This design comes from an exercise in tuning for small area and a short achievable clock period on the open sky130 flow, not from production work. Only simulation tests tie the RTL to the original design; equivalence was not proved. No activity file was given, so power comes from the tool's default toggle rates.

**flow/flow/run.sh**
```bash
#!/bin/bash
# Layout flow: the standard ORFS flow (standard.sh), with clock tree
# synthesis set to larger sink clusters and no dummy loads, and repair free to
# change a cell's footprint. Make's output goes to flow_make.log here; each
# ORFS step keeps its own log under orfs/logs/.
set -euo pipefail
CTS="-sink_clustering_enable -repair_clock_nets -dont_use_dummy_load"
CTS="$CTS -sink_clustering_size 25 -sink_clustering_max_diameter 90"
bash standard.sh MATCH_CELL_FOOTPRINT=0 "CTS_ARGS=$CTS" finish > flow_make.log 2>&1
```
**flow/standard.sh**
```bash
#!/bin/bash
# synth_recipe.tcl (not shown) runs the flow's synth.tcl, then flattens the netlist and writes it again
# the make line also repeats each setting of config.mk as NAME=value (left out here)
make -C /OpenROAD-flow-scripts/flow DESIGN_CONFIG=/design/flow/config.mk WORK_HOME=/design/flow/orfs CLKGATE_MAP_FILE= SYNTH_SCRIPT=/design/flow/synth_recipe.tcl "${@:-finish}"
```
**flow/config.mk**
```make
export PLATFORM = sky130hd
export DESIGN_NAME = fifo
export DESIGN_NICKNAME = fifo
export VERILOG_FILES = /design/flow/design.v
export SDC_FILE = /design/flow/constraint.sdc
export NUM_CORES = 4
export LEC_CHECK = 0
export CAP_MARGIN = 20
export CORE_MARGIN = 2
export CORE_UTILIZATION = 55
export SETUP_SLACK_MARGIN = 2.9
export SLEW_MARGIN = 20
export TNS_END_PERCENT = 0
```
**flow/constraint.sdc**
```tcl
create_clock -name core_clock -period 5.0 [get_ports {clk_actual}]
set_input_delay 1.0000 -clock core_clock [delete_from_list [all_inputs] [get_ports {clk_actual}]]
set_output_delay 1.0000 -clock core_clock [all_outputs]
set_load 0.01 [all_outputs]
```
**flow/design.v**
```verilog
`timescale 1 ns / 100 ps
module counter(out, enable, reset, clock);
  output [7:0] 	out;
  input 	clock, reset, enable;
  reg [7:0] 	out;
 always @ (posedge clock or posedge reset)
  if(reset)
    out <= 8'h00;
  else if(enable)
    if(out == 8'h5F)  
    	out <= 8'h00;
    else  out <= out+1;
endmodule
`timescale 1 ns / 100 ps
module fifo (size, data_out, full, empty, halffull, halfempty, data_in, write, read, clk_actual, rst);
    output [7:0] data_out;
    output       full;
    output       empty;
    output       halfempty;
    output       halffull;
    output [7:0] size;
    input  [7:0] data_in;
    input        write, read;
    input        clk_actual, rst;
    reg  [7:0]  data_out;
    wire        empty;
    reg         full, empty_n, halffull, halfempty;
    assign      empty = ~empty_n;
    reg  [6:0]  n;           
    reg  [7:0]  lo;          
    reg  [12:0] hi;          
    reg         w;           
    reg  [7:0]  mem [0:95];
    assign size = {1'b0, n};
    wire fl = hi[12];             
    wire nz = ~(lo[0] & hi[0]);   
    wire wa = write & ~fl;        
    wire ra = read & nz;          
    integer i;
    always @(posedge clk_actual)
        if (wa) begin
            mem[0] <= data_in;
            for (i = 1; i < 96; i = i + 1)
                mem[i] <= mem[i-1];
        end
    reg [7:0] col [0:7];
    reg [7:0] rd;
    integer g, k;
    always @* begin
        for (k = 0; k < 8; k = k + 1) begin
            col[k] = 8'h00;
            for (g = 0; g < 13; g = g + 1)
                if (8*g + k >= 1 && 8*g + k <= 96)
                    col[k] = col[k] | ({8{hi[g]}} & mem[8*g + k - 1]);
        end
        rd = 8'h00;
        for (k = 0; k < 8; k = k + 1)
            rd = rd | ({8{lo[k] & ra}} & col[k]);
    end
    always @(posedge clk_actual)
        data_out <= rd | ({8{~ra}} & data_out);
    wire inc = wa & ~ra;
    wire dec = ra & ~wa;
    integer j;
    always @*
        for (j = 0; j < 8; j = j + 1)
            lo[j] = (n[2:0] == j);
    reg  [6:0]  n_up, n_dn;
    integer b;
    always @* begin
        for (b = 0; b < 7; b = b + 1) begin
            n_up[b] = n[b] ^ ((n & ((7'd1 << b) - 7'd1)) == ((7'd1 << b) - 7'd1));
            n_dn[b] = n[b] ^ ((n & ((7'd1 << b) - 7'd1)) == 7'd0);
        end
    end
    wire [12:0] hi_up = lo[7] ? {hi[11:0], 1'b0} : hi;
    wire [12:0] hi_dn = lo[0] ? {1'b0, hi[12:1]} : hi;
    wire is48 = lo[0] & hi[6];
    always @(posedge clk_actual or posedge rst)
        if (rst) begin
            n <= 7'd0;
            hi <= 13'd1;
            w <= 1'b0;
            full <= 1'b0;
            empty_n <= 1'b0;
            halffull <= 1'b0;
            halfempty <= 1'b0;
        end else begin
            if (inc) begin
                n <= n_up;
                hi <= hi_up;
            end else if (dec) begin
                n <= n_dn;
                hi <= hi_dn;
            end
            if (ra) w <= 1'b0;
            else if (wa) w <= 1'b1;
            full <= fl | (w & full);
            empty_n <= nz & (w | empty_n);
            halffull <= is48 & w;
            halfempty <= is48 & ~w;
        end
endmodule
```
==> run summary, run 1 <==
worst reg2reg setup slack=2710 ps; async set-reset flop share out of synthesis=3.12%; GRT overflow=0; first-pass detailed-route iteration total=6; largest net degree at the start of global routing=75; clk sink count=801; outcome=no timing/DRC/antenna violations; Num CTS Buffers=38; Total GRT Usage=28.3%; crit path launch=n[0]; first-pass GRT wire length=109,000 um; Slew headroom=35.9%; Max IR drop VDD=0.254 mV; die area=54,300 um2; combinational family with the most area after synthesis=compound AO/OA/AOI/OAI gates; Rows=83; Synth Flop Type=edfxtp_1; Seq cells post-synth=801; Cells after Synth=1,528; dpl hpwl=41,200 um; Seq/Total Area, Yosys=82.7%; core area=51,600 um2; mapped cell area=28,800 um2; Worst-Margin Slew=956 ps; io pins=32; CP max stage cell=dfrtp_2; post-route ant nets=0; cell taking the most area after synthesis=edfxtp_1; Die Wd=233 um; max incr delay on CP=440 ps; Layout area overhead=11.8%; Nets=1,617; initial detailed-routing violation count=2,598; Hold/Removal Path Class=reg2reg; starting density of the core=55.9%; vias in the first global route=15,477; dominant cells by area after synthesis=edfxtp_1, a221oi_1, a22oi_1, a22o_1, dfrtp_1; leakage power=10.7 nW; number of port buffers=30; Arr. time, crit path=1320 ps; vias=16,122; synthesis warning total=3; worst-path fanout max=3; RD Place Congestion=0.812; Post-Synth Adder-Cell Area=0.0868%; Area after DPL=29,900 um2; Core Util, Final=62.5%; synth unique cells=43; Max-Cap Viols=0; Worst setup EP type=output port; synthesized netlist net count=1,542; Worst R2R Start=n[1]; most common cell after layout, fill and taps aside=edfxtp_1; worst setup path end=size[0]; Skew-Pair Late Insertion Delay=610 ps; CP Data Required Time=4000 ps; Die Span Y=233 um; FF-to-FF path depth=8; Synth Area in Simple Gates=2.50%; R2R Path End=data_out[0]; setup violators final=0; crit path cell chain=clkbuf_16 > buf_6; Tmin final=2320 ps; share of post-route cells with drive strength above 1=12.5%; Worst-path clk slew=100 ps; fin crit share=46.3%; f_max=432 MHz; wire per inst=33.7 um; drt via density=7.06; EDFF count, synth=768; Synth Area in XOR/XNOR=0.243%; RSZ-0062 raised after global routing=true; final instance area=32,200 um2; critical path class=reg2out; mux contribution to synthesized area=0.421%; Bufs on Longest Clock Path=3; CTS Hold Bufs=0; Avg Cell Area, Syn=18.9 um2; total wire length=76,900 um; CTS tree=yes; pwr dens=396 nW/um2; final hold violation count=0; commonest cells after routing, fill and taps aside=edfxtp_1, a22oi_1, a221oi_1, a22o_1, clkbuf_16; share of the synthesized area in the top cell type=80.0%; post-synthesis compound-gate area fraction=12.5%; crit path launch type=flop; # DRC=0; Clock H-tree levels=2; Root Driver=clkbuf_16; Slew Viols, Final=0; Clock Skew=43.7 ps; antenna violations before repair=3
==> Yosys cell counts, types with 8 or more instances <==
library cell	n
a21oi_1	16
mux2i_1	11
edfxtp_1	768
and3_1	19
buf_2	17
clkbuf_1	68
dfrtp_1	24
a22o_1	93
a221oi_1	120
nand2_1	50
buf_1	15
nand4_1	8
dfxtp_1	8
a31oi_1	27
o211ai_1	8
a22oi_1	111
nand3_1	51
a222oi_1	34
o21ai_0	16
o21ai_1	9
==> worst min-delay path by stage <==
stage / from / end / depth (start not counted) / slack, ps
finish: mem[85][0] / mem[86][0] / 0 / 430
global route: mem[85][0] / mem[86][0] / 0 / 430
CTS: mem[35][0] / mem[36][0] / 0 / 420
detailed placement: mem[71][0] / mem[72][0] / 0 / 430
global placement: mem[3][0] / mem[4][0] / 0 / 420
floorplan: mem[19][5] / mem[20][5] / 0 / 420
==> critical path: cells and delay by family, from the launching register on <==
kind,cells,cell delay [ps]
buf+inv,2,270
flops,1,440
==> stage by stage <==
step	instances	total power, mW	hold slack, ps	setup WS, ps	setup TNS, ps
CTS	2265	12.7	422	2680	0
finish	2283	12.8	427	2680	0
global route	2281	13.1	434	2660	0
global placement	2166	9.19	424	1190	0
detailed placement	2166	9.20	430	1080	0
floorplan	1528	8.76	422	-9050	-6367240
==> area by class of cell <==
class	instances	area (um2)
flip-flops and latches	801	23900
multi-input cells	621	4720
repair buffers	137	1800
fillers	3608	19400
diodes	2	5.00
inverters	4	18.8
clock buffers	38	951
well taps	680	851
==> flip-flops by register name, summed over array words and instances (netlist names) <==
name / cells
data_out: 8
empty_n: 1
full: 1
halfempty: 1
halffull: 1
hi: 13
mem: 768
n: 7
w: 1
==> kinds of logic after synthesis <==
kind of cell,count (synthesis)
multiplexers,12
adder cells (fa/ha/maj),2
XOR/XNOR,8
AO/OA/AOI/OAI,449
other,1
AND/OR/NAND/NOR,148
buffers and inverters,107
flip-flops,801
==> routing by layer <==
layer	up-vias	GRT usage (%)	share of wire [%]
met3	133	3.90	10
li1	6619	-	-
met2	1015	43.6	46
met1	8355	42.4	41
met5	-	0	0
met4	0	9.00	2.9
==> repair_timing <==
item                                   4_1_cts  5_1_grt
cloned                                      20        6
pin swaps                                    7        6
setup endpoints to repair                  815      772
endpoints found under the hold margin        0        0
buffers inserted                            41       10
resized for setup                           99       24
==> power breakdown <==
group / total (mW) / switching (mW) / internal [mW] / leakage, nW
sequential: 8.13 / 0.301 / 7.83 / 7.88
clock: 3.33 / 1.96 / 1.37 / 0.468
combinational: 1.33 / 0.820 / 0.507 / 2.35
total: 12.8 / 3.08 / 9.70 / 10.7
==> inputs of run 2 (changes only) <==
--- a/flow/design.v
+++ b/flow/design.v
@@ -35,7 +35,7 @@
     wire fl = hi[12];             
     wire nz = ~(lo[0] & hi[0]);   
     wire wa = write & ~fl;        
-    wire ra = read & nz;          
+    wire ra = read & nz;    
     integer i;
     always @(posedge clk_actual)
         if (wa) begin
@@ -61,10 +61,6 @@
         data_out <= rd | ({8{~ra}} & data_out);
     wire inc = wa & ~ra;
     wire dec = ra & ~wa;
-    integer j;
-    always @*
-        for (j = 0; j < 8; j = j + 1)
-            lo[j] = (n[2:0] == j);
     reg  [6:0]  n_up, n_dn;
     integer b;
     always @* begin
@@ -73,12 +69,15 @@
             n_dn[b] = n[b] ^ ((n & ((7'd1 << b) - 7'd1)) == 7'd0);
         end
     end
+    wire [7:0]  lo_up = {lo[6:0], lo[7]};
+    wire [7:0]  lo_dn = {lo[0], lo[7:1]};
     wire [12:0] hi_up = lo[7] ? {hi[11:0], 1'b0} : hi;
     wire [12:0] hi_dn = lo[0] ? {1'b0, hi[12:1]} : hi;
     wire is48 = lo[0] & hi[6];
     always @(posedge clk_actual or posedge rst)
         if (rst) begin
             n <= 7'd0;
+            lo <= 8'd1;
             hi <= 13'd1;
             w <= 1'b0;
             full <= 1'b0;
@@ -88,9 +87,11 @@
         end else begin
             if (inc) begin
                 n <= n_up;
+                lo <= lo_up;
                 hi <= hi_up;
             end else if (dec) begin
                 n <= n_dn;
+                lo <= lo_dn;
                 hi <= hi_dn;
             end
             if (ra) w <= 1'b0;
==> flow/flow/run.sh (replaced) <==
#!/bin/bash
# Layout flow: the standard ORFS flow (standard.sh), with clock tree
# synthesis set to larger sink clusters and no dummy loads, buf_4 as the port
# buffer, and repair free to change a cell's footprint. Make's output goes to
# flow_make.log here; each ORFS step keeps its own log under orfs/logs/.
set -euo pipefail
CTS="-sink_clustering_enable -repair_clock_nets -dont_use_dummy_load"
CTS="$CTS -sink_clustering_size 25 -sink_clustering_max_diameter 90"
bash standard.sh MATCH_CELL_FOOTPRINT=0 "CTS_ARGS=$CTS" \
  "BUFFER_PORTS_ARGS=-buffer_cell sky130_fd_sc_hd__buf_4" finish > flow_make.log 2>&1
==> run 2 against run 1 <==
Net effect: via count down 3.3%; routed wire length down 3.6%; clock skew down 21 ps; non-clock buffer count down 34; highest routed layer unchanged; count of clock-buffer cells in the layout unchanged; largest power group unchanged; die area up 1.8%; first-iteration DRC count down 13%; combinational power down 53%; clock power about the same; largest cell class unchanged.
==> run summary, run 2 <==
RSZ-0062 raised after global routing=true; mapped cell area=29,400 um2; cell with the most instances after synthesis=edfxtp_1; Max IR drop VDD=0.215 mV; CTS tree=yes; hold depth=0; Slew Viols, Final=0; max reg flops=768; critical path class=reg2out; HP Start=mem[45][3]; final instance area=32,300 um2; Skew-Pair Late Insertion Delay=600 ps; dpl hpwl=38,600 um; first-pass GRT wire length=105,000 um; FF-to-FF path depth=6; drt via density=6.95; Synth Flop Type=edfxtp_1; io pins=32; worst reg2reg setup slack=2860 ps; Avg Cell Area, Syn=19.5 um2; Root Driver=clkbuf_16; WHS Endpoint=mem[46][3]; fin crit share=43.0%; Clock Skew=22.8 ps; synth unique cells=40; register with the most flip-flops=mem; EDFF count, synth=768; crit path launch=n[3]; max incr delay on CP=440 ps; Bufs on Longest Clock Path=3; Total GRT Usage=26.1%; Slew headroom=29.0%; Worst R2R Start=hi[7]; core area=52,700 um2; antenna violations before repair=0; most common cell after layout, fill and taps aside=edfxtp_1; Rows=84; clk sink count=809; Inserted Diodes=0; Worst-path clk slew=100 ps; Seq cells post-synth=809; total wire length=74,200 um; Die Span Y=235 um; setup violators final=0; RD Place Congestion=0.795; Cells after Synth=1,509; Tmin final=2150 ps; Nets=1,569; Hold/Removal Path Class=reg2reg; largest net degree at the start of global routing=97; worst-path fanout max=4; CP max stage cell=dfrtp_2; die area=55,200 um2; crit path launch type=flop; post-route ant nets=0; CTS Hold Bufs=0; initial detailed-routing violation count=2,249; Die Wd=235 um; CP Data Required Time=4000 ps; Layout area overhead=9.91%; crit path buf inv count=1; first-pass detailed-route iteration total=6; dominant cells by area after synthesis=edfxtp_1, a22o_1, a221oi_1, dfrtp_1, buf_2; Clock H-tree levels=2; async set-reset flop share out of synthesis=4.08%; Area after DPL=30,300 um2; vias=15,584; R2R Path End=data_out[3]; f_max=465 MHz; share of post-route cells with drive strength above 1=14.4%; Worst setup EP type=output port; synthesized netlist net count=1,523; Seq/Total Area, Yosys=81.9%; leakage power=10.6 nW; vias in the first global route=15,448; cell taking the most area after synthesis=edfxtp_1; outcome=no timing/DRC/antenna violations; number of port buffers=30; final hold violation count=0; Worst-Margin Slew=1060 ps; synthesis warning total=3; leading post-synthesis cells by instance count=edfxtp_1, a22o_1, a221oi_1; starting density of the core=55.8%; GRT overflow=0; Max-Cap Viols=0; Num CTS Buffers=38; PnR Total Power=12.2 mW; share of the synthesized area in the top cell type=78.5%; # DRC=0; CP top delay family=flip-flops; pwr dens=379 nW/um2; commonest cells after routing, fill and taps aside=edfxtp_1, a22o_1, a221oi_1, buf_4, clkbuf_16; crit path cell chain=buf_6; largest registers=mem: 768 flops, hi: 13 flops; wire per inst=33.1 um; Arr. time, crit path=1150 ps
[run 2: cells by family (layout without fill, tap and decap cells)]
logic type	after synthesis	in the layout	share of synthesized area [%]
buffers and inverters	109	152	1.91
DFF	809	809	81.9
adders and majority gates	2	2	0.0852
and+or+nand+nor	77	77	1.18
other	1	1	0.0128
muxes	18	18	0.618
xor gates and xnor gates	8	8	0.239
AOI/OAI and AO/OA	485	486	14.0
[run 2: repair_timing]
| action | 4_1_cts | 5_1_grt |
|---|---|---|
| resized for setup | 52 | 45 |
| setup buffers | 26 | 14 |
| endpoints found under the setup margin | 823 | 627 |
| pin swaps | 2 | 13 |
| gates cloned | 9 | 2 |
[run 2: worst max-delay path by stage]
stage	cells past startpoint	slack (ps)	endpoint
after floorplan	9	-8930	n[6]
after global placement	9	1310	hi[11]
after detailed placement	9	1260	hi[6]
after CTS	1	2790	size[3]
after global routing	1	2810	size[3]
final	1	2850	size[3]
[run 2: through the flow]
stage | cells | hold slack [ps] | TNS (ps) | utilization, % | worst slack, ps
finish | 2241 | 443 | 0 | 61.3 | 2850
global route | 2241 | 458 | 0 | 61.3 | 2810
CTS | 2225 | 437 | 0 | 60.5 | 2790
detailed placement | 2152 | 434 | 0 | 57.5 | 1260
global placement | 2152 | 429 | 0 | 57.5 | 1310
floorplan | 1509 | 427 | -6422680 | - | -8930
[run 2: routing by layer]
layer / GRT usage (%) / up-vias / wire (um)
met5: 0 / - / 0
met4: 6.16 / 0 / 1420
met3: 5.00 / 96 / 6920
met2: 40.5 / 820 / 35000
met1: 38.7 / 8158 / 30800
li1: - / 6510 / -
[run 2: power breakdown]
part	total (mW)	leakage [nW]	switching (mW)	internal [mW]
Combinational	0.624	2.13	0.408	0.216
Clock	3.34	0.468	1.97	1.37
Sequential	8.26	7.96	0.370	7.89
Total	12.2	10.6	2.75	9.48
[run 2: area by class of cell]
type	count	area, um2
tap	688	861
sequential	809	24100
clock buffer	38	951
multi-input combinational	592	5020
fill	3714	20400
timing repair buffer	103	1290
inverter	10	55.1
timing repair inverter	1	5.00
==> inputs of run 3 (changes only) <==
--- a/flow/config.mk
+++ b/flow/config.mk
@@ -7,7 +7,7 @@
 export LEC_CHECK = 0
 export CAP_MARGIN = 20
 export CORE_MARGIN = 2
-export CORE_UTILIZATION = 55
+export CORE_UTILIZATION = 60
 export SETUP_SLACK_MARGIN = 2.9
 export SLEW_MARGIN = 20
 export TNS_END_PERCENT = 0
==> run 3 against run 2 <==
Net effect: cell count fell by 2.0%; non-clock buffer count is 22 higher; synthesized cell count is the same; via count is 2.0% higher; area after synthesis did not move; first-iteration DRC count is 4.8% lower; largest cell class unchanged.
==> run summary, run 3 <==
Clock Skew=22.4 ps; Seq cells post-synth=809; RSZ-0062 raised after global routing=true; most common cell after layout, fill and taps aside=edfxtp_1; vias in the first global route=15,088; Multi-input gate area=4970 um2; register with the most flip-flops=mem; fin crit share=43.6%; synthesis warning total=3; Hold Worst Slack=442 ps; CP top delay family=compound AO/OA/AOI/OAI gates; Clock power frac=27.2%; Seq/Total Area, Yosys=81.9%; CP Data Required Time=5470 ps; share of the synthesized area in the top cell type=78.5%; Bufs on Longest Clock Path=3; Core Util, Final=66.5%; crit path launch type=flop; share of post-route cells with drive strength above 1=15.1%; Cells after Synth=1,509; total wire length=75,200 um; final instance area=32,400 um2; pwr dens=376 nW/um2; cell with the most instances after synthesis=edfxtp_1; Slew Viols, Final=0; initial detailed-routing violation count=2,141; number of port buffers=30; synthesized netlist net count=1,523; CTS tree=yes; Max IR drop VDD=0.314 mV; worst-path fanout max=10; Layout area overhead=10.2%; filler cell count=3,199; f_max=459 MHz; EDFF count, synth=768; synth unique cells=40; Max-Cap Viols=0; die area=50,700 um2; top layer in use=met5; async set-reset flop share out of synthesis=4.08%; Num CTS Buffers=38; vias=15,902; Die Wd=225 um; Reg power frac=67.6%; first-pass GRT wire length=105,000 um; Total GRT Usage=29.5%; first-pass detailed-route iteration total=6; Avg Cell Area, Syn=19.5 um2; Worst setup EP type=flop; Skew-Pair Late Insertion Delay=600 ps; commonest cells after routing, fill and taps aside=edfxtp_1, a22o_1, a221oi_1, buf_4, clkbuf_16; Reg area=24,100 um2; Root Driver=clkbuf_16; starting density of the core=60.4%; crit path buf inv count=1; routed wl met2=34,500 um; cell taking the most area after synthesis=edfxtp_1; clk sink count=809; largest registers=mem: 768 flops, hi: 13 flops; dpl hpwl=39,800 um; Psw=2.71 mW; Rows=81; setup violators final=0; Hold/Removal Path Class=reg2reg; Internal Power=9.46 mW; RD Place Congestion=0.788; CP max stage cell=dfrtp_4; Sw Share=22.3%; PnR Total Power=12.2 mW; max incr delay on CP=570 ps; # DRC=0; Comb pwr share=5.2%; Worst-path clk slew=100 ps; final hold violation count=0; critical path class=reg2reg; max reg flops=768; Nets=1,590; io pins=32; Routed met3 length=7690 um; largest net degree at the start of global routing=103; Clock H-tree levels=2; worst reg2reg setup slack=2820 ps; antenna violations before repair=2; Synth Flop Type=edfxtp_1; leading post-synthesis cells by instance count=edfxtp_1, a22o_1, a221oi_1; Slew headroom=24.0%; mapped cell area=29,400 um2; Inserted Diodes=0; Tmin final=2180 ps; Setup Total Neg Slack=0 ps; wire per inst=34.2 um; crit path cell chain=buf_4 > a22o_1 > a221oi_1 > a31oi_1 > a2111oi_2 > a41oi_1; Die Span Y=225 um; leakage power=10.7 nW; dominant cells by area after synthesis=edfxtp_1, a22o_1, a221oi_1, dfrtp_1, buf_2; outcome=no timing/DRC/antenna violations; Area after DPL=30,200 um2; GRT overflow=0; M1 wire length=30,600 um; Arr. time, crit path=2650 ps; post-route ant nets=0; CTS Hold Bufs=0; drt via density=7.24; core area=48,600 um2; Worst-Margin Slew=1140 ps
## run 3: per-layer routing
layer	vias to the layer above	GRT usage, %
met5	-	0
met4	2	9.49
met3	150	6.69
met2	901	44.1
met1	8286	43.9
li1	6563	-
## run 3: layout make-up
| cell class | instances | area share, % |
|---|---|---|
| Inverter | 10 | 0.147 |
| Multi-Input combinational cell | 592 | 15.4 |
| Tap cell | 622 | 2.41 |
| Timing Repair Buffer | 125 | 4.66 |
| Sequential cell | 809 | 74.5 |
| Clock buffer | 38 | 2.94 |
## run 3: through the flow
step                      instances  worst slack, ps
after global placement         2092             1550
after detailed placement       2092             1480
after CTS                      2183             2830
after floorplan                1509            -8930
after global routing           2196             2800
final                          2196             2820
## run 3: kinds of logic after synthesis
logic type / Yosys count / synth area share, %
xor+xnor: 8 / 0.239
simple gates: 77 / 1.18
compound gates: 485 / 14.0
fa+ha+maj: 2 / 0.0852
other cells: 1 / 0.0128
flops: 809 / 81.9
buf+inv: 109 / 1.91
mux: 18 / 0.618
## run 3: power by group through the flow
stage / logic (mW) / clock network (mW) / registers (mW)
final: 0.638 / 3.31 / 8.22
after global routing: 0.669 / 3.57 / 8.26
after CTS: 0.615 / 3.36 / 8.21
after detailed placement: 0.495 / 0 / 8.40
after global placement: 0.485 / 0 / 8.39
after floorplan: 0.262 / 0 / 8.35
## run 3: worst paths after layout
check / end / depth (start not counted) / from
min in group asynchronous: full / 3 / rst
worst min register to register: mem[7][1] / 0 / mem[6][1]
worst min-delay path: mem[7][1] / 0 / mem[6][1]
worst max-delay path: data_out[4] / 6 / hi[8]
worst max register to register: data_out[4] / 6 / hi[8]
max in group asynchronous: hi[5] / 3 / rst
## run 3: timing repair
item / 4_1_cts / 5_1_grt
setup buffers: 47 / 11
endpoints found under the setup margin: 823 / 503
gates cloned: 6 / 2
pin swaps: 2 / 14
gates resized for setup: 57 / 34
## run 3: worst reg2reg max path, cell delays in order, from the launching register on
cell and delay, ps:
dfrtp_4 570, buf_4 250, a22o_1 230, a221oi_1 290, a31oi_1 200, a2111oi_2 370
a41oi_1 150
==> inputs of run 4 (changes only) <==
--- a/flow/config.mk
+++ b/flow/config.mk
@@ -7,7 +7,7 @@
 export LEC_CHECK = 0
 export CAP_MARGIN = 20
 export CORE_MARGIN = 2
-export CORE_UTILIZATION = 60
-export SETUP_SLACK_MARGIN = 2.9
+export CORE_UTILIZATION = 55
+export SETUP_SLACK_MARGIN = 2.8
 export SLEW_MARGIN = 20
 export TNS_END_PERCENT = 0
==> run 4 against run 3 <==
Net effect: still clean on timing, DRC and antenna; via count is 4.0% lower; cell count is 0.14% higher; maximum frequency is 11% lower; register-to-register slack worse by 270 ps; critical path type unchanged.
==> run summary, run 4 <==
outcome=no timing/DRC/antenna violations; Seq/Total Area, Yosys=81.9%; crit path launch=hi[12]; Hold/Removal Path Class=reg2reg; Clock H-tree levels=2; antenna violations before repair=1; Arr. time, crit path=2650 ps; final instance area=31,500 um2; filler cell count=3,777; GRT overflow=0; crit path launch type=flop; Cells after Synth=1,509; number of port buffers=30; Num CTS Buffers=38; fin worst setup slack=2550 ps; most common cell after layout, fill and taps aside=edfxtp_1; clk sink count=809; Skew-Pair Late Insertion Delay=580 ps; leading post-synthesis cells by instance count=edfxtp_1, a22o_1, a221oi_1; Inserted Diodes=0; Multi-input gate area=4830 um2; synth unique cells=40; commonest cells after routing, fill and taps aside=edfxtp_1, a22o_1, a221oi_1, buf_4; io pins=32; leakage power=10.2 nW; first-pass detailed-route iteration total=7; share of the synthesized area in the top cell type=78.5%; register with the most flip-flops=mem; die area=55,200 um2; setup violators final=0; RSZ-0062 raised after global routing=true; fin crit share=49.1%; share of post-route cells with drive strength above 1=9.79%; vias in the first global route=15,246; worst-path fanout max=192; largest net degree at the start of global routing=193; Reg area=24,100 um2; Bufs on Longest Clock Path=3; Rows=84; Slew Viols, Final=0; core area=52,700 um2; Worst-Margin Slew=1100 ps; Avg Cell Area, Syn=19.5 um2; Clock Skew=20.0 ps; starting density of the core=55.8%; vias=15,270; # DRC=0; Max IR drop VDD=0.215 mV; Layout area overhead=7.15%; Worst R2R Start=hi[12]; RD Place Congestion=0.795; max reg flops=768; Total GRT Usage=25.3%; pwr dens=384 nW/um2; largest registers=mem: 768 flops, hi: 13 flops; cell taking the most area after synthesis=edfxtp_1; synthesized netlist net count=1,523; HP Start=mem[45][3]; Synth Flop Type=edfxtp_1; Tmin final=2450 ps; dominant cells by area after synthesis=edfxtp_1, a22o_1, a221oi_1, dfrtp_1, buf_2; async set-reset flop share out of synthesis=4.08%; Nets=1,527; cell with the most instances after synthesis=edfxtp_1; drt via density=6.94; Area after DPL=30,300 um2; wire per inst=31.9 um; CP Data Required Time=5200 ps; Seq cells post-synth=809; first-pass GRT wire length=102,000 um; critical path class=reg2reg; post-route ant nets=0; synthesis warning total=3; Place WS=1260 ps; Worst-path clk slew=90 ps; Max-Cap Viols=0; total wire length=70,200 um; Die Span Y=235 um; dpl hpwl=38,600 um; Root Driver=clkbuf_16; CTS tree=yes; f_max=408 MHz; final hold violation count=0; Slew headroom=26.7%; EDFF count, synth=768; mapped cell area=29,400 um2; initial detailed-routing violation count=2,164; Die Wd=235 um; Worst setup EP type=flop
run 4: cell counts after synthesis:
No cell type changed its count.
run 4: kinds of logic (layout without fill, tap and decap cells):
group / count (synthesis) / count (layout) / share of synthesized area, %
other: 1 / 1 / 0.0128
AND/OR/NAND/NOR: 77 / 77 / 1.18
adder cells (fa/ha/maj): 2 / 2 / 0.0852
AO/OA/AOI/OAI: 485 / 486 / 14.0
XOR/XNOR: 8 / 8 / 0.239
buffers and inverters: 109 / 110 / 1.91
flip-flops: 809 / 809 / 81.9
multiplexers: 18 / 18 / 0.618
run 4: path summary, 6_finish.rpt:
kind	end	slack [ps]	depth (start not counted)
max in group asynchronous	hi[7]	4150	3
hold reg to reg	mem[46][3]	440	0
hold / removal	mem[46][3]	440	0
setup reg to reg	mem[32][7]	2550	4
setup / recovery	mem[32][7]	2550	4
min in group asynchronous	lo[3]	510	3
run 4: what timing repair did:
item	in CTS	in global routing
pin swaps	1	0
gates cloned	3	0
resized for setup	22	2
setup buffers	6	0
hold buffers	0	0
setup endpoints to repair	791	785
run 4: layout make-up:
cell class	count	area share [%]
inverters	10	0.131
well taps	688	2.74
multi-input cells	592	15.4
repair buffers	61	2.20
flip-flops and latches	809	76.5
repair inverters	1	0.0159
clock buffers	38	3.02
run 4: metal layers:
layer | GRT usage, % | wire length [um] | vias to the layer above
met4 | 5.89 | 1330 | 0
met2 | 39.2 | 33300 | 738
met3 | 4.93 | 6080 | 92
li1 | - | - | 6419
met5 | 0 | 0 | -
met1 | 37.5 | 29400 | 8021
run 4: worst max-delay path, stage by stage, from the launching register on:
cell and delay (ps):
dfrtp_4 610, nand2b_4 220, clkinvlp_4 100, buf_4 290, buf_16 550
run 4: per-stage QoR:
step	power, mW	hold slack (ps)	util (%)	cells	TNS [ps]
floorplan	8.62	427	-	1509	-6422680
global placement	8.88	429	57.5	2152	0
detailed placement	8.90	434	57.5	2152	0
CTS	12.2	437	59.7	2199	0
global route	12.4	458	59.7	2199	0
finish	12.1	442	59.7	2199	0
run 4: power by group:
part,leakage [nW],internal [mW],switching (mW)
sequential,7.97,7.89,0.398
clock,0.468,1.37,1.95
combinational,1.76,0.138,0.343
==> inputs of run 5 (changes only) <==
--- a/flow/config.mk
+++ b/flow/config.mk
@@ -8,6 +8,6 @@
 export CAP_MARGIN = 20
 export CORE_MARGIN = 2
 export CORE_UTILIZATION = 55
-export SETUP_SLACK_MARGIN = 2.8
+export SETUP_SLACK_MARGIN = 3.0
 export SLEW_MARGIN = 20
-export TNS_END_PERCENT = 0
+export TNS_END_PERCENT = 5
==> run 5 against run 4 <==
Net effect: cell area is 5.3% higher; maximum frequency up 13%; combinational power grew 36%; routed wire length grew 10%; non-clock buffer count grew 87; cell count up 4.0%; clock skew rose by 16 ps; hold slack worse by 25 ps; critical path type unchanged; critical endpoint is now data_out[4].
==> run summary, run 5 <==
setup violators final=0; antenna violations before repair=0; Layout area overhead=12.8%; io pins=32; WHS Endpoint=mem[68][7]; Synth Flop Type=edfxtp_1; leading post-synthesis cells by instance count=edfxtp_1, a22o_1, a221oi_1; Die Wd=235 um; clk sink count=809; starting density of the core=55.8%; Avg Cell Area, Syn=19.5 um2; vias in the first global route=15,765; Worst setup EP type=flop; Root Driver=clkbuf_16; Worst-path clk slew=100 ps; total wire length=77,500 um; # DRC=0; met2 track utilization from global routing=41.8%; Tmin final=2170 ps; largest registers=mem: 768 flops, hi: 13 flops; Hold Worst Slack=417 ps; dpl hpwl=39,800 um; vias=16,206; Worst-Margin Slew=1140 ps; wire per inst=33.9 um; RSZ-0062 raised after global routing=true; synthesized netlist net count=1,523; Die Span Y=235 um; Cells after Synth=1,509; FF-to-FF path depth=7; worst-path fanout max=8; first-pass GRT wire length=110,000 um; pwr dens=370 nW/um2; worst reg2reg setup slack=2830 ps; final hold violation count=0; Arr. time, crit path=2640 ps; core area=52,700 um2; CP Data Required Time=5470 ps; R2R Path End=data_out[4]; Total GRT Usage=27.7%; fin crit share=43.5%; synthesis warning total=3; EDFF count, synth=768; Skew-Pair Late Insertion Delay=580 ps; post-route ant nets=0; Nets=1,615; CTS tree=yes; critical path class=reg2reg; Num CTS Buffers=38; leakage power=11.0 nW; number of port buffers=30; synth unique cells=40; Slew Viols, Final=0; f_max=460 MHz; commonest cells after routing, fill and taps aside=edfxtp_1, a22o_1, a221oi_1, buf_4, a221oi_2; Seq cells post-synth=809; crit path launch type=flop; first-pass detailed-route iteration total=5; Hold/Removal Path Class=reg2reg; met3 usage=5.15%; met1 usage=41.6%; drt via density=7.08; HP Start=mem[67][7]; async set-reset flop share out of synthesis=4.08%; cell with the most instances after synthesis=edfxtp_1; mapped cell area=29,400 um2; RD Place Congestion=0.797; hold depth=0; Most Used Layer, Global Route=met2; Max-Cap Viols=0; Bufs on Longest Clock Path=3; Rows=84; die area=55,200 um2; Worst R2R Start=hi[3]; initial detailed-routing violation count=2,380; Clock Skew=36.4 ps; dominant cells by area after synthesis=edfxtp_1, a22o_1, a221oi_1, dfrtp_1, buf_2; GRT overflow=0; Core Util, Final=62.9%; Slew headroom=24.0%; share of post-route cells with drive strength above 1=18.6%; Clock H-tree levels=2; outcome=no timing/DRC/antenna violations; register with the most flip-flops=mem; cell taking the most area after synthesis=edfxtp_1; largest net degree at the start of global routing=176; most common cell after layout, fill and taps aside=edfxtp_1; CTS Hold Bufs=0; max reg flops=768; Seq/Total Area, Yosys=81.9%; share of the synthesized area in the top cell type=78.5%; Max IR drop VDD=0.252 mV
[run 5: cell counts after synthesis]
No cell type changed its count.
[run 5: layout make-up]
class                      instances  area (um2)
antenna                            1        2.50
tap                              688         861
inverter                          10        52.6
clock buffer                      38         951
multi-input combinational        594        5240
fill                            3641       19500
sequential                       809       24100
timing repair buffer             148        1920
[run 5: cell families after synthesis]
logic type,count (synthesis),share of synthesized area (%)
flip-flops,809,81.9
adder cells (fa/ha/maj),2,0.0852
multiplexers,18,0.618
AO/OA/AOI/OAI,485,14.0
AND/OR/NAND/NOR,77,1.18
XOR/XNOR,8,0.239
buffers and inverters,109,1.91
other,1,0.0128
[run 5: worst max-delay path by stage]
| stage | start | to | slack, ps | depth (start not counted) |
|---|---|---|---|---|
| finish | hi[3] | data_out[4] | 2830 | 7 |
| global route | hi[3] | data_out[4] | 2750 | 7 |
| CTS | n[2] | size[2] | 2740 | 1 |
| detailed placement | write | hi[11] | 1310 | 8 |
| global placement | write | hi[10] | 1430 | 8 |
| floorplan | write | n[6] | -8930 | 9 |
[run 5: routing by layer]
layer	part of all wire, %	wire (um)	vias up
met2	46	35800	920
met1	41	31600	8529
met5	0	0	-
met4	3.0	2330	0
li1	-	-	6620
met3	10	7850	137
[run 5: repair_timing]
action	in CTS	in global routing
gates resized for setup	109	38
setup buffers	62	20
endpoints found under the setup margin	815	737
pin swaps	23	14
endpoints found under the hold margin	0	0
cloned	14	1
[run 5: report_power, final]
group	internal (mW)	switching (mW)	leakage [nW]
Clock	1.37	1.96	0.468
Combinational	0.233	0.422	2.53
Sequential	7.89	0.389	7.96
[run 5: per-stage QoR]
| step | setup TNS [ps] | cell area (um2) | cells | setup slack [ps] | total power, mW |
|---|---|---|---|---|---|
| 2_1_floorplan | -6422280 | 29400 | 1509 | -8930 | 8.62 |
| 3_3_place_gp | 0 | 30300 | 2152 | 1430 | 8.88 |
| 3_5_place_dp | 0 | 30300 | 2152 | 1310 | 8.90 |
| 4_1_cts | 0 | 32700 | 2266 | 2740 | 12.2 |
| 5_1_grt | 0 | 33100 | 2287 | 2750 | 12.6 |
| 6_report | 0 | 33100 | 2288 | 2830 | 12.3 |
[run 5: worst max-delay path: stages, from the launching register on]
cell       delay (ps)
dfrtp_4           520
buf_12            170
buf_8             150
a22o_1            230
a221oi_2          220
a31oi_1           170
a2111oi_2         410
a41oi_1           160
==> inputs of run 6 (changes only) <==
--- a/flow/design.v
+++ b/flow/design.v
@@ -30,11 +30,11 @@
     reg  [7:0]  lo;          
     reg  [12:0] hi;          
     reg         w;           
+    reg         nz;          
+    reg         fl;          
     reg  [7:0]  mem [0:95];
     assign size = {1'b0, n};
-    wire fl = hi[12];             
-    wire nz = ~(lo[0] & hi[0]);   
-    wire wa = write & ~fl;        
+    wire wa = write & ~fl;   
     wire ra = read & nz;    
     integer i;
     always @(posedge clk_actual)
@@ -73,12 +73,16 @@
     wire [7:0]  lo_dn = {lo[0], lo[7:1]};
     wire [12:0] hi_up = lo[7] ? {hi[11:0], 1'b0} : hi;
     wire [12:0] hi_dn = lo[0] ? {1'b0, hi[12:1]} : hi;
+    wire is1  = lo[1] & hi[0];
+    wire is95 = lo[7] & hi[11];
     wire is48 = lo[0] & hi[6];
     always @(posedge clk_actual or posedge rst)
         if (rst) begin
             n <= 7'd0;
             lo <= 8'd1;
             hi <= 13'd1;
+            nz <= 1'b0;
+            fl <= 1'b0;
             w <= 1'b0;
             full <= 1'b0;
             empty_n <= 1'b0;
@@ -94,6 +98,8 @@
                 lo <= lo_dn;
                 hi <= hi_dn;
             end
+            nz <= inc | (nz & ~(dec & is1));
+            fl <= ~dec & (fl | (inc & is95));
             if (ra) w <= 1'b0;
             else if (wa) w <= 1'b1;
             full <= fl | (w & full);
==> run 6 against run 5 <==
Net effect: core utilization fell by 1.5 points; cell area shrank 2.5%; count of clock-buffer cells in the layout is the same; global-route usage decreased by 1.6 points; sequential share of layout area grew 2.0 points; area after synthesis decreased by 0.34%; sequential power decreased by 0.5%; non-clock buffer count shrank 25; clock skew is 5.3 ps lower; synthesized cell count grew 0.40%; setup slack got worse by 37 ps; die area decreased by 0.33%.
==> run summary, run 6 <==
RD Place Congestion=0.798; leading post-synthesis cells by instance count=edfxtp_1, a22o_1, a221oi_1; wire per inst=32.3 um; Avg Cell Area, Syn=19.3 um2; synthesis warning total=3; Seq cells post-synth=811; # DRC=0; largest registers=mem: 768 flops, hi: 13 flops; outcome=no timing/DRC/antenna violations; Slew headroom=32.1%; final instance area=32,300 um2; Routed met3 length=6380 um; Total GRT Usage=26.1%; f_max=453 MHz; most common cell after layout, fill and taps aside=edfxtp_1; Inserted Diodes=0; first-pass GRT wire length=104,000 um; starting density of the core=55.7%; Cells after Synth=1,515; R2R Path End=data_out[3]; M1 wire length=30,200 um; EDFF count, synth=768; FF-to-FF path depth=6; RSZ-0062 raised after global routing=true; crit path launch=hi[2]; GRT overflow=0; worst-path fanout max=6; final hold violation count=0; mapped cell area=29,300 um2; final std cells w/o fill=2,269; register with the most flip-flops=mem; Bufs on Longest Clock Path=3; total wire length=73,300 um; Clock Skew=31.2 ps; Clock H-tree levels=2; vias=15,616; CP Data Required Time=5440 ps; Worst-path clk slew=90 ps; Worst R2R Start=hi[2]; number of port buffers=30; Place WS=1510 ps; Num CTS Buffers=38; CTS tree=yes; Hold/Removal Path Class=reg2reg; worst setup path end=data_out[3]; Synth Flop Type=edfxtp_1; clk sink count=811; cell taking the most area after synthesis=edfxtp_1; worst reg2reg setup slack=2790 ps; Arr. time, crit path=2650 ps; largest net degree at the start of global routing=205; leakage power=10.6 nW; vias in the first global route=15,362; Nets=1,598; Rows=84; Root Driver=clkbuf_16; Worst setup EP type=flop; antenna violations before repair=2; setup violators final=0; io pins=32; async set-reset flop share out of synthesis=4.32%; Worst-Margin Slew=1020 ps; share of the synthesized area in the top cell type=78.8%; fin worst setup slack=2790 ps; critical path class=reg2reg; Tmin final=2210 ps; Max IR drop VDD=0.228 mV; post-route ant nets=0; crit path launch type=flop; commonest cells after routing, fill and taps aside=edfxtp_1, a22o_1, a221oi_1, buf_4, a31oi_1; Seq/Total Area, Yosys=82.4%; Layout area overhead=10.4%; top layer in use=met4; die area=55,100 um2; hold depth=0; number of placed instances, taps included=2,172; Max-Cap Viols=0; share of post-route cells with drive strength above 1=13.9%; pwr dens=379 nW/um2; synth unique cells=38; Slew Viols, Final=0; cell with the most instances after synthesis=edfxtp_1; fin crit share=44.2%; Setup Total Neg Slack=0 ps; Die Span Y=235 um; drt via density=6.88; Die Wd=235 um; synthesized netlist net count=1,530; max reg flops=768; dpl hpwl=41,700 um; Area after DPL=30,300 um2; first-pass detailed-route iteration total=5; routed wl met2=34,800 um; core area=52,600 um2; Skew-Pair Late Insertion Delay=590 ps; initial detailed-routing violation count=2,315; dominant cells by area after synthesis=edfxtp_1, a22o_1, a221oi_1, dfrtp_1, a31oi_1; CTS Hold Bufs=0
-- run 6: cell count changes in the layout (fill, tap and decap cells not counted), moves of 6 or more --
| cell | before | now |
|---|---|---|
| clkbuf_16 | 51 | 41 |
| a221oi_2 | 58 | 20 |
| buf_4 | 82 | 72 |
| nor4_1 | 0 | 6 |
| buf_12 | 21 | 13 |
| buf_16 | 10 | 3 |
| buf_6 | 13 | 21 |
| a31oi_1 | 35 | 45 |
| a221oi_1 | 134 | 170 |
-- run 6: report_power, final --
group | leakage, nW | internal (mW) | total, mW | switching [mW]
logic | 2.14 | 0.206 | 0.680 | 0.474
registers | 7.99 | 7.91 | 8.24 | 0.331
clock network | 0.468 | 1.37 | 3.31 | 1.94
total | 10.6 | 9.49 | 12.2 | 2.74
-- run 6: cell type report --
cell class / count / area, um2
Clock buffer: 38 / 951
Fill cell: 3755 / 20300
Inverter: 12 / 56.3
Multi-Input combinational cell: 597 / 4920
Sequential cell: 811 / 24100
Tap cell: 688 / 861
Timing Repair Buffer: 123 / 1360
-- run 6: cell families (layout without fill, tap and decap cells) --
| kind of cell | Yosys count | in the layout | synth area share [%] |
|---|---|---|---|
| AO/OA/AOI/OAI | 487 | 488 | 13.7 |
| XOR/XNOR | 8 | 8 | 0.239 |
| adder cells (fa/ha/maj) | 3 | 3 | 0.128 |
| buffers and inverters | 108 | 173 | 1.70 |
| flip-flops | 811 | 811 | 82.4 |
| multiplexers | 18 | 18 | 0.620 |
| other | 1 | 1 | 0.0128 |
| AND/OR/NAND/NOR | 79 | 79 | 1.23 |
-- run 6: worst min path at each step --
stage	startpoint	to	slack, ps
floorplan	mem[9][0]	mem[10][0]	430
finish	mem[94][7]	mem[95][7]	440
detailed placement	mem[76][1]	mem[77][1]	430
CTS	mem[94][7]	mem[95][7]	440
global placement	mem[86][2]	mem[87][2]	430
global route	mem[94][7]	mem[95][7]	450
-- run 6: per-layer routing --
layer / vias to the layer above / GRT usage (%)
met5: - / 0
met4: 0 / 7.17
met3: 110 / 5.03
met2: 792 / 40.7
met1: 8148 / 38.3
li1: 6566 / -
-- run 6: worst max-delay path, stage by stage, from the launching register on --
cell and delay [ps]:
dfrtp_4 570, buf_12 150, a22o_1 200, a221oi_1 440, a31oi_1 160, nor4_1 370
a41oi_1 170
-- run 6: stage by stage --
stage / hold slack [ps] / util [%] / power (mW)
after global routing: 448 / 61.5 / 12.6
after CTS: 439 / 60.6 / 12.3
final: 436 / 61.5 / 12.2
after global placement: 430 / 57.6 / 8.94
after detailed placement: 434 / 57.6 / 8.97
after floorplan: 427 / - / 8.65
-- run 6: timing repair --
item / in CTS / in global routing
setup endpoints to repair: 585 / 594
gates resized for setup: 57 / 45
buffers inserted: 42 / 13
gates cloned: 1 / 3
pin swaps: 4 / 11
==> inputs of run 7 (changes only) <==
--- a/flow/design.v
+++ b/flow/design.v
@@ -29,12 +29,13 @@
     reg  [6:0]  n;           
     reg  [7:0]  lo;          
     reg  [12:0] hi;          
+    reg  [12:0] hi2;         
     reg         w;           
-    reg         nz;          
-    reg         fl;          
     reg  [7:0]  mem [0:95];
     assign size = {1'b0, n};
-    wire wa = write & ~fl;   
+    wire fl = hi[12];             
+    wire nz = ~(lo[0] & hi[0]);   
+    wire wa = write & ~fl;        
     wire ra = read & nz;    
     integer i;
     always @(posedge clk_actual)
@@ -51,7 +52,7 @@
             col[k] = 8'h00;
             for (g = 0; g < 13; g = g + 1)
                 if (8*g + k >= 1 && 8*g + k <= 96)
-                    col[k] = col[k] | ({8{hi[g]}} & mem[8*g + k - 1]);
+                    col[k] = col[k] | ({8{k[0] ? hi2[g] : hi[g]}} & mem[8*g + k - 1]);
         end
         rd = 8'h00;
         for (k = 0; k < 8; k = k + 1)
@@ -73,16 +74,15 @@
     wire [7:0]  lo_dn = {lo[0], lo[7:1]};
     wire [12:0] hi_up = lo[7] ? {hi[11:0], 1'b0} : hi;
     wire [12:0] hi_dn = lo[0] ? {1'b0, hi[12:1]} : hi;
-    wire is1  = lo[1] & hi[0];
-    wire is95 = lo[7] & hi[11];
+    wire [12:0] hi2_up = lo[7] ? {hi2[11:0], 1'b0} : hi2;
+    wire [12:0] hi2_dn = lo[0] ? {1'b0, hi2[12:1]} : hi2;
     wire is48 = lo[0] & hi[6];
     always @(posedge clk_actual or posedge rst)
         if (rst) begin
             n <= 7'd0;
             lo <= 8'd1;
             hi <= 13'd1;
-            nz <= 1'b0;
-            fl <= 1'b0;
+            hi2 <= 13'd1;
             w <= 1'b0;
             full <= 1'b0;
             empty_n <= 1'b0;
@@ -93,13 +93,13 @@
                 n <= n_up;
                 lo <= lo_up;
                 hi <= hi_up;
+                hi2 <= hi2_up;
             end else if (dec) begin
                 n <= n_dn;
                 lo <= lo_dn;
                 hi <= hi_dn;
+                hi2 <= hi2_dn;
             end
-            nz <= inc | (nz & ~(dec & is1));
-            fl <= ~dec & (fl | (inc & is95));
             if (ra) w <= 1'b0;
             else if (wa) w <= 1'b1;
             full <= fl | (w & full);
--- a/flow/config.mk
+++ b/flow/config.mk
@@ -8,6 +8,6 @@
 export CAP_MARGIN = 20
 export CORE_MARGIN = 2
 export CORE_UTILIZATION = 55
-export SETUP_SLACK_MARGIN = 3.0
+export SETUP_SLACK_MARGIN = 2.9
 export SLEW_MARGIN = 20
-export TNS_END_PERCENT = 5
+export TNS_END_PERCENT = 0
==> run 7 against run 6 <==
Net effect: still clean on timing, DRC and antenna; non-clock buffer count up 2; count of clock-buffer cells in the layout is 1 higher; maximum frequency decreased by 1.6%; core utilization down 0.72 points; first-iteration DRC count rose by 7.9%; sequential power rose by 0.5%; die area increased by 2.2%; largest power group unchanged.
==> run summary, run 7 <==
outcome=no timing/DRC/antenna violations; initial detailed-routing violation count=2,498; hold depth=0; Max-Cap Viols=0; EDFF count, synth=768; RSZ-0062 raised after global routing=true; async set-reset flop share out of synthesis=5.60%; Reg power frac=66.7%; Psw=2.81 mW; FF-to-FF path depth=6; fin crit share=44.9%; Worst path depth=6; # DRC=0; number of placed instances, taps included=2,225; f_max=445 MHz; Rows=85; drt via density=7.14; filler cell count=3,873; PnR Total Power=12.4 mW; cell taking the most area after synthesis=edfxtp_1; Clock H-tree levels=2; CP max stage cell=buf_8; crit path cell chain=buf_6 > nand2b_4 > clkinvlp_4 > buf_4 > buf_16 > buf_8; Die Span Y=237 um; Skew-Pair Late Insertion Delay=590 ps; Reg area=24,500 um2; commonest cells after routing, fill and taps aside=edfxtp_1, a22o_1, a221oi_1, buf_4, clkbuf_16; Worst setup EP type=flop; CTS tree=yes; setup violators final=0; Arr. time, crit path=2470 ps; Num CTS Buffers=39; Seq cells post-synth=822; cell with the most instances after synthesis=edfxtp_1; Sw Share=22.6%; first-pass detailed-route iteration total=6; CP top delay family=buffers and inverters; Slew Viols, Final=0; wire per inst=35.4 um; total wire length=82,200 um; leading post-synthesis cells by instance count=edfxtp_1, a22o_1, a221oi_1; Hold Worst Slack=387 ps; most common cell after layout, fill and taps aside=edfxtp_1; Layout area overhead=9.26%; dpl hpwl=45,700 um; GRT overflow=0; CTS Hold Bufs=0; number of port buffers=30; dominant cells by area after synthesis=edfxtp_1, a22o_1, a221oi_1, dfrtp_1, buf_2; Core Util, Final=60.7%; core area=53,800 um2; critical path class=reg2reg; Inserted Diodes=0; share of the synthesized area in the top cell type=77.1%; max reg flops=768; crit path buf inv count=5; final instance area=32,700 um2; vias=16,595; Slew headroom=27.1%; crit path launch type=flop; first-pass GRT wire length=115,000 um; synthesis warning total=3; Cells after Synth=1,577; post-route ant nets=0; largest net degree at the start of global routing=97; Total GRT Usage=29.1%; Internal Power=9.61 mW; largest registers=mem: 768 flops, hi2: 13 flops, hi: 13 flops; Seq/Total Area, Yosys=81.5%; Root Driver=clkbuf_16; final hold violation count=0; mapped cell area=29,900 um2; pwr dens=380 nW/um2; antenna violations before repair=0; share of post-route cells with drive strength above 1=13.6%; leakage power=10.8 nW; Place WS=1630 ps; fin worst setup slack=2750 ps; register with the most flip-flops=mem; Clock Skew=55.8 ps; Nets=1,644; RD Place Congestion=0.834; Multi-input gate area=5030 um2; Comb pwr share=5.9%; io pins=32; die area=56,300 um2; Bufs on Longest Clock Path=3; Setup Total Neg Slack=0 ps; CP Data Required Time=5230 ps; Hold/Removal Path Class=reg2reg; vias in the first global route=16,079; Synth Flop Type=edfxtp_1; worst-path fanout max=72; Worst-path clk slew=100 ps; synthesized netlist net count=1,591; final std cells w/o fill=2,324; Worst-Margin Slew=1090 ps; clk sink count=822; Max IR drop VDD=0.240 mV; Clock power frac=27.4%; synth unique cells=41; Die Wd=237 um; starting density of the core=55.6%; max incr delay on CP=490 ps; Tmin final=2250 ps; Area after DPL=30,800 um2; Avg Cell Area, Syn=19.0 um2
==> run 7: cells by family (layout without fill, tap and decap cells) <==
family | Yosys count | in the layout | share of synthesized area [%]
compound gates | 499 | 500 | 13.7
other cells | 1 | 1 | 0.0125
simple gates | 91 | 91 | 1.36
buf+inv | 125 | 175 | 2.13
fa+ha+maj | 2 | 2 | 0.0837
flops | 822 | 822 | 81.5
mux | 29 | 29 | 0.975
xor+xnor | 8 | 8 | 0.234
==> run 7: cell type report <==
| class | count | area share, % |
|---|---|---|
| Clock buffer | 39 | 2.99 |
| Timing Repair Buffer | 125 | 3.98 |
| Sequential cell | 822 | 74.8 |
| Multi-Input combinational cell | 631 | 15.4 |
| Tap cell | 696 | 2.66 |
| Inverter | 11 | 0.142 |
==> run 7: metal layers <==
| metal | vias to the layer above | track usage, % | share of wire [%] |
|---|---|---|---|
| met5 | - | 0 | 0 |
| met4 | 0 | 8.67 | 3.0 |
| met3 | 138 | 4.98 | 11 |
| met2 | 1107 | 45.8 | 47 |
| met1 | 8613 | 42.5 | 39 |
| li1 | 6737 | - | - |
==> run 7: worst paths after layout <==
path,startpoint,to,slack (ps)
setup / recovery,hi[12],mem[18][6],2750
hold / removal,mem[82][3],mem[83][3],390
setup reg to reg,hi[12],mem[18][6],2750
hold reg to reg,mem[82][3],mem[83][3],390
max in group asynchronous,rst,hi2[5],3840
min in group asynchronous,rst,halfempty,550
==> run 7: worst register-to-register path: cells and delay by family (launching register included) <==
| family | cells | cell delay, ps |
|---|---|---|
| simple gates | 1 | 190 |
| flops | 1 | 400 |
| buf+inv | 5 | 1270 |
==> run 7: power groups by stage <==
stage / clock network [mW] / logic, mW / registers (mW)
6_report: 3.41 / 0.731 / 8.28
5_1_grt: 3.69 / 0.757 / 8.32
4_1_cts: 3.46 / 0.716 / 8.28
3_5_place_dp: 0 / 0.565 / 8.48
3_3_place_gp: 0 / 0.553 / 8.47
2_1_floorplan: 0 / 0.274 / 8.46
==> run 7: repair_timing <==
item / CTS / global route
setup buffers: 47 / 5
gates resized for setup: 68 / 10
gates cloned: 6 / 2
setup endpoints to repair: 669 / 611
pin swaps: 5 / 1
hold endpoints to repair: 0 / 0

==> re-timing with driven ports <==
No port has a modelled driver above. Below, the same layouts with a new extraction and two added sets of constraints. Step 1 sets driving cells, clkbuf_16 on the clock port and buf_2 on the other inputs (assumed; they add their load-dependent delay and slew). Step 2 also shifts input and output timing later by t, the mid clock arrival at the registers, as if the neighbouring blocks saw the same clock. Three values: ideal, step 1, step 2; two values: the first two.
run	t (ns)	setup slack, ns	hold slack, ns	clock arrival spread, ns	worst slew at a driven data input, ns
run 1	0.646	2.683 / 2.622 / 2.272	0.427 / 0.427 / 0.427	0.047 / 0.048	0.10
run 2	0.641	2.849 / 2.790 / 2.331	0.443 / 0.443 / 0.443	0.036 / 0.036	0.04
run 3	0.645	2.819 / 2.800 / 2.327	0.442 / 0.442 / 0.442	0.030 / 0.029	0.04
run 4	0.637	2.546 / 2.546 / 2.132	0.442 / 0.442 / 0.442	0.035 / 0.035	0.04
run 5	0.631	2.827 / 2.772 / 2.333	0.417 / 0.417 / 0.417	0.050 / 0.050	0.04
run 6	0.639	2.790 / 2.790 / 2.207	0.436 / 0.436 / 0.436	0.037 / 0.038	0.04
run 7	0.627	2.754 / 2.754 / 2.357	0.387 / 0.387 / 0.387	0.073 / 0.073	0.05
After both steps every run listed still meets setup and hold. For run 6, which loses most, drivers alone change the setup slack by 0.000 ns; drivers and shift together by -0.583 ns.
